From an optimization exercise on the open Yosys and OpenROAD flow, aimed at small area and a short achievable clock period; shortcuts taken in it are not production practice. Function was checked by simulation only, so behaviour that the tests miss may differ from the original.

Setup of run A:
Design iir, start of the top module:
module iir(
    input signed [31:0] x,
    input clk,
    input reset,
    output signed [31:0] y
    );
Size in the first run: ~670 cells after synthesis, roughly 66 I/O pins, about 0.0068 mm^2 of cells after synthesis.
Settings: LEC_CHECK=0, CAP_MARGIN=20, CORE_MARGIN=2, CORE_UTILIZATION=70, SETUP_SLACK_MARGIN=4, SLEW_MARGIN=20, SYNTH_HIERARCHICAL=1; clock period 11.0 ns.
standard.sh (not shown) runs the stock make flow with config.mk's settings and CLKGATE_MAP_FILE= SYNTH_SCRIPT=/design/flow/synth_recipe.tcl, a recipe that flattens the netlist after the stock synthesis.
==> flow/flow/run.sh <==
#!/bin/bash
# The standard ORFS layout with three extra make settings:
#  - the port buffers are buf_2 cells instead of the delay cells that
#    buffer_ports picks by default;
#  - ABC maps the small leaf modules for a 1 fF load, so they start at the
#    smallest drive strength and the resizer upsizes only what timing needs;
#  - clock tree synthesis adds no dummy loads (its default arguments
#    otherwise).
# Each ORFS step keeps its full log under orfs/logs; make's own output goes
# to flow.log.
set -o pipefail
bash standard.sh BUFFER_PORTS_ARGS="-buffer_cell sky130_fd_sc_hd__buf_2" ABC_LOAD_IN_FF=1 \
  CTS_ARGS="-sink_clustering_enable -repair_clock_nets -dont_use_dummy_load" finish > flow.log 2>&1
Run A finished every stage and its layout cleared the timing, design-rule and antenna checks.
The inputs of run B differ from those of run A as listed below.
==> flow/flow/run.sh <==
#!/bin/bash
# The standard ORFS layout with extra make settings:
#   BUFFER_PORTS_ARGS="-buffer_cell sky130_fd_sc_hd__buf_2" ABC_LOAD_IN_FF=1 CTS_ARGS="-sink_clustering_enable -repair_clock_nets -dont_use_dummy_load -buf_list sky130_fd_sc_hd__clkbuf_4"
# Each ORFS step keeps its full log under orfs/logs; make's own output goes to flow.log.
set -o pipefail
bash standard.sh BUFFER_PORTS_ARGS="-buffer_cell sky130_fd_sc_hd__buf_2" ABC_LOAD_IN_FF=1 CTS_ARGS="-sink_clustering_enable -repair_clock_nets -dont_use_dummy_load -buf_list sky130_fd_sc_hd__clkbuf_4" finish > flow.log 2>&1
==> run notes <==
- Run B | status: complete | timing, DRC, antenna: pass
- As far as adder-cell share of the synthesized area goes, run A and run B are indistinguishable; the numbers are identical.
- Compared run B against run A; number of hold violations in the final report within noise.
- Taking run A as the reference, in run B overall routed net length -1.9%, maximum frequency now smaller, share of the clock period used by the worst path has increased.
- Run B vs run A, relative area change from synthesis to final layout went down by 1.1 points.
- Run B ended with less total track usage than run A.
Input-level comparison between run C and run B:
==> flow/flow/run.sh <==
#!/bin/bash
# The standard ORFS layout with extra make settings:
#   BUFFER_PORTS_ARGS="-buffer_cell sky130_fd_sc_hd__buf_2" ABC_LOAD_IN_FF=1 CTS_ARGS="-sink_clustering_enable -repair_clock_nets -dont_use_dummy_load"
# Each ORFS step keeps its full log under orfs/logs; make's own output goes to flow.log.
set -o pipefail
bash standard.sh BUFFER_PORTS_ARGS="-buffer_cell sky130_fd_sc_hd__buf_2" ABC_LOAD_IN_FF=1 CTS_ARGS="-sink_clustering_enable -repair_clock_nets -dont_use_dummy_load" finish > flow.log 2>&1
==> comparison <==
Run C does worse than run B on final hold slack.
Run C vs run B, detailed-routed wire length on met3 went down by 1.6%.
Final setup slack of the worst path, run B and run C, lower one = run B.
Via count of the first global-routing pass: run C higher than run B
Sort run B and run C by final critical-path share of the clock period desc -> top: run B
Total area of multi-input combinational cells: run B vs run C — no meaningful difference
Changes observed in run C relative to run B: clock insertion delay at the later pin of the skew report down 0.08 ns.

* * *

Another version of the RTL of iir (not shown whole).
Size in the first run: about 64 flip-flops, about 6800 sq um of cells after synthesis.
## iir
module iir(
    input signed [31:0] x,
    input clk,
    input reset,
    output signed [31:0] y
    );
==> flow/config.mk <==
export PLATFORM = sky130hd
export DESIGN_NAME = iir
export DESIGN_NICKNAME = iir
export VERILOG_FILES = /design/flow/design.v
export SDC_FILE = /design/flow/constraint.sdc
export NUM_CORES = 4
export LEC_CHECK = 0
export CAP_MARGIN = 20
export CORE_MARGIN = 2
export CORE_UTILIZATION = 70
export SETUP_SLACK_MARGIN = 4
export SLEW_MARGIN = 20
export SYNTH_HIERARCHICAL = 1
==> flow/constraint.sdc <==
create_clock -name core_clock -period 11.0 [get_ports {clk}]
set_input_delay 2.2000 -clock core_clock [delete_from_list [all_inputs] [get_ports {clk}]]
set_output_delay 2.2000 -clock core_clock [all_outputs]
set_load 0.01 [all_outputs]
==> flow/flow/run.sh <==
#!/bin/bash
# The standard ORFS layout with three extra make settings:
#  - the port buffers are buf_2 cells instead of the delay cells that
#    buffer_ports picks by default;
#  - ABC maps the small leaf modules for a 1 fF load, so they start at the
#    smallest drive strength and the resizer upsizes only what timing needs;
#  - clock tree synthesis uses clkbuf_4 buffers and adds no dummy loads
#    (its default arguments otherwise).
# Each ORFS step keeps its full log under orfs/logs; make's own output goes
# to flow.log.
set -o pipefail
bash standard.sh BUFFER_PORTS_ARGS="-buffer_cell sky130_fd_sc_hd__buf_2" ABC_LOAD_IN_FF=1 \
  CTS_ARGS="-sink_clustering_enable -repair_clock_nets -dont_use_dummy_load -buf_list sky130_fd_sc_hd__clkbuf_4" \
  finish > flow.log 2>&1
Edit:
==> flow/flow/run.sh (replaced) <==
#!/bin/bash
# The standard ORFS layout with extra make settings:
#   BUFFER_PORTS_ARGS="-buffer_cell sky130_fd_sc_hd__buf_2" ABC_LOAD_IN_FF=1 RECOVER_POWER=100 CTS_ARGS="-sink_clustering_enable -repair_clock_nets -dont_use_dummy_load -buf_list sky130_fd_sc_hd__clkbuf_4"
# Each ORFS step keeps its full log under orfs/logs; make's own output goes to flow.log.
set -o pipefail
bash standard.sh BUFFER_PORTS_ARGS="-buffer_cell sky130_fd_sc_hd__buf_2" ABC_LOAD_IN_FF=1 RECOVER_POWER=100 CTS_ARGS="-sink_clustering_enable -repair_clock_nets -dont_use_dummy_load -buf_list sky130_fd_sc_hd__clkbuf_4" finish > flow.log 2>&1
The new run completed, yet does not pass: capacitance limit, slew limit.
Final area went down slightly.
Final cell count stays the same.
Via count went down slightly.
Edit:
==> flow/flow/run.sh (replaced) <==
#!/bin/bash
# The standard ORFS layout with extra make settings:
#   BUFFER_PORTS_ARGS="-buffer_cell sky130_fd_sc_hd__buf_2" ABC_LOAD_IN_FF=1 CTS_ARGS="-sink_clustering_enable -repair_clock_nets -dont_use_dummy_load -buf_list sky130_fd_sc_hd__clkbuf_4"
# Each ORFS step keeps its full log under orfs/logs; make's own output goes to flow.log.
set -o pipefail
bash standard.sh BUFFER_PORTS_ARGS="-buffer_cell sky130_fd_sc_hd__buf_2" ABC_LOAD_IN_FF=1 CTS_ARGS="-sink_clustering_enable -repair_clock_nets -dont_use_dummy_load -buf_list sky130_fd_sc_hd__clkbuf_4" finish > flow.log 2>&1
SETUP_SLACK_MARGIN = 4.2   (was 4)
What happened:
- The changed run completed without violations
- critical path depth came out lower by 10
- routed wire length rises by 3.5%
- synthesized cell count is unchanged
- global-route usage goes up by 0.25 points
- cell count rises by 1.6%
Edit:
SETUP_SLACK_MARGIN = 4   (was 4.2)
Outcome:
- The changed run passed the timing, design-rule and antenna checks
- synthesized area does not change
- routed wire length drops by 3.7%
- setup slack got worse by 0.063 ns
- clock skew rose by 0.0030 ns
- clock-buffer cell count stays the same
- die area is unchanged
- via count shrinks by 2.6%
- hold slack is better by 0.0054 ns

* * *

iir, a different RTL version from the one above (not shown whole).
For scale: roughly 610 cells after synthesis, ~66 I/O pins.
Design iir, start of the top module:
module iir(
    input signed [31:0] x,
    input clk,
    input reset,
    output signed [31:0] y
    );
clock: 11.0 ns
lec_check: 0
cap_margin: 20
core_margin: 2
core_utilization: 40
setup_slack_margin: 4
slew_margin: 20
synth_hierarchical: 1
==> flow/flow/run.sh <==
#!/bin/bash
# The standard ORFS layout with extra make settings:
#   BUFFER_PORTS_ARGS="-buffer_cell sky130_fd_sc_hd__buf_2"
# Each ORFS step keeps its full log under orfs/logs; make's own output goes to flow.log.
set -o pipefail
bash standard.sh BUFFER_PORTS_ARGS="-buffer_cell sky130_fd_sc_hd__buf_2" finish > flow.log 2>&1
Change:
Settings changed: CORE_UTILIZATION 40 to 65, SETUP_SLACK_MARGIN 4 to 3.8.
The changed run passed the timing, design-rule and antenna checks. Non-clock buffer count fell by 18. Via count came out higher by 0.37%. Cell count decreases by 11%. Die area shrinks by 37%. Routed wire length falls by 3.8%. Final area shrinks by 7.2%. Clock-buffer cell count does not change.
Change:
Settings changed: CORE_UTILIZATION 65 to 40, SETUP_SLACK_MARGIN 3.8 to 4.5.
Result: The changed run finished clean. Design area grows by about a fifth. Sequential share of layout area decreases by 3.3 points. Fmax is higher slightly. Global-route usage goes down by 10 points. Critical path depth increases by 1. Clock-buffer cell count rose by 1. Hold slack is about the same. Synthesized area is unchanged. Worst setup slack is better by 85 ps.

* * *

Setup of north:
iir, a different RTL version from the one above (not shown whole).
For scale: about 650 cells after synthesis, roughly 66 I/O pins, roughly 0.0070 sq mm of cells after synthesis.
Settings: LEC_CHECK=0, CAP_MARGIN=20, CORE_MARGIN=2, CORE_UTILIZATION=70, SETUP_SLACK_MARGIN=4, SLEW_MARGIN=20, SYNTH_HIERARCHICAL=1; clock period 11.0 ns.
==> flow/flow/run.sh <==
#!/bin/bash
# The standard ORFS layout with extra make settings:
#   BUFFER_PORTS_ARGS="-buffer_cell sky130_fd_sc_hd__buf_2" ABC_LOAD_IN_FF=1 CTS_ARGS="-sink_clustering_enable -repair_clock_nets -dont_use_dummy_load"
# Each ORFS step keeps its full log under orfs/logs; make's own output goes to flow.log.
set -o pipefail
bash standard.sh BUFFER_PORTS_ARGS="-buffer_cell sky130_fd_sc_hd__buf_2" ABC_LOAD_IN_FF=1 CTS_ARGS="-sink_clustering_enable -repair_clock_nets -dont_use_dummy_load" finish > flow.log 2>&1
north reached the end of the flow, and the finished layout is clean on the timing, design-rule and antenna checks.
[inputs] south vs north
- SETUP_SLACK_MARGIN changed from 4 to 4.2
south -> north: count of standard-cell rows delta 0, exact match
The count of plain and timing-repair buffers in the layout of south exceeds that of north by about 14%.
| cell count | higher: south |
Going from north to south, relative area change from synthesis to final layout saw an increase; cell area after layout +about 4.3%.
ha_1 as the most common library cell in the layout ignoring fill and taps was reported by north, and fa_1 by south.
--- input diff south..east ---
- SETUP_SLACK_MARGIN: 4.2 -> 4
- ABC_AREA: unset -> 1
Findings:
Final number of hold-violating endpoints came out exactly the same in east and south. The run showing the smaller instance area after placement is south. Relative to south, ratio of cells with drive above 1 in the final layout decreased by 10 points in east. [compare] base=south new=east: setup slack after layout down 110 ps, final wirelength up about 1.5%, number of distinct library cells after synthesis down 30%, routed length on met1 up about 14%.
Changes in west relative to east:
- ABC_AREA: 1 -> unset
==> flow/flow/run.sh <==
#!/bin/bash
# The standard ORFS layout with extra make settings:
#   BUFFER_PORTS_ARGS="-buffer_cell sky130_fd_sc_hd__buf_2" ABC_LOAD_IN_FF=1
# Each ORFS step keeps its full log under orfs/logs; make's own output goes to flow.log.
set -o pipefail
bash standard.sh BUFFER_PORTS_ARGS="-buffer_cell sky130_fd_sc_hd__buf_2" ABC_LOAD_IN_FF=1 finish > flow.log 2>&1
## What came out
Compared with east, west instantiates a smaller number of cells.
Sort east and west by clock-buffer cell count, ascending, and east comes first.
Summary — register-to-register setup slack, west relative to east: lower, by 560 ps.
Sort east and west by post-layout minimum cycle time desc -> top: west
west reports a lower number of nets in the layout than east does.
nand2_1 as the leading cell type in the layout, fill and taps excluded was reported by east, and ha_1 by west.
Diff east -> west | total cell area at the placement stage | down by more than 10%
Compared with east, west has less setup slack.
The instance count after placement with tap cells included in west is 0.66 times that in east.

-- afterwards: timing with drivers on the ports --
The results above use ideal ports. As a check the final layouts listed here were re-extracted and re-timed, cells and wires unchanged. Step 1 assumes that a clkbuf_16 drives the clock port and a buf_2 every other input. Step 2 adds t to the input delays and takes it off the output delays; t is the mean of the earliest and latest rising clock arrival at the registers after step 1. Input paths then give back, and output paths get back, about the clock's delay inside the block. Three values: no drivers, after step 1, after step 2; two values: the first two.
run	shift t [ns]	setup slack, ns	worst register clock-pin slew, ns	cell pins on the clock port's net
run A	0.377	4.094 / 4.075 / 3.965	0.07 / 0.07	1
run B	0.458	4.041 / 4.022 / 3.965	0.11 / 0.11	1
run C	0.377	4.094 / 4.075 / 3.965	0.07 / 0.07	1
the first run of note 2	0.483	4.148 / 4.126 / 4.060	0.11 / 0.11	1
the second run of note 2	0.487	3.544 / 3.553 / 3.066	0.11 / 0.11	1
the third run of note 2	0.482	4.210 / 4.189 / 4.149	0.11 / 0.11	1
the fourth run of note 2	0.483	4.148 / 4.126 / 4.060	0.11 / 0.11	1
the first run of note 3	0.381	3.917 / 3.897 / 3.815	0.05 / 0.05	1
the second run of note 3	0.405	3.870 / 3.852 / 3.780	0.08 / 0.08	1
the third run of note 3	0.377	3.956 / 3.907 / 3.907	0.06 / 0.06	1
north	0.398	4.065 / 4.045 / 3.813	0.07 / 0.07	1
south	0.403	4.227 / 4.208 / 3.967	0.07 / 0.07	1
east	0.379	4.117 / 4.100 / 4.100	0.05 / 0.05	1
west	0.396	4.078 / 4.058 / 3.774	0.07 / 0.07	1
For the second run of note 2, which loses most, drivers alone change the setup slack by +0.009 ns; drivers and shift together by -0.478 ns.
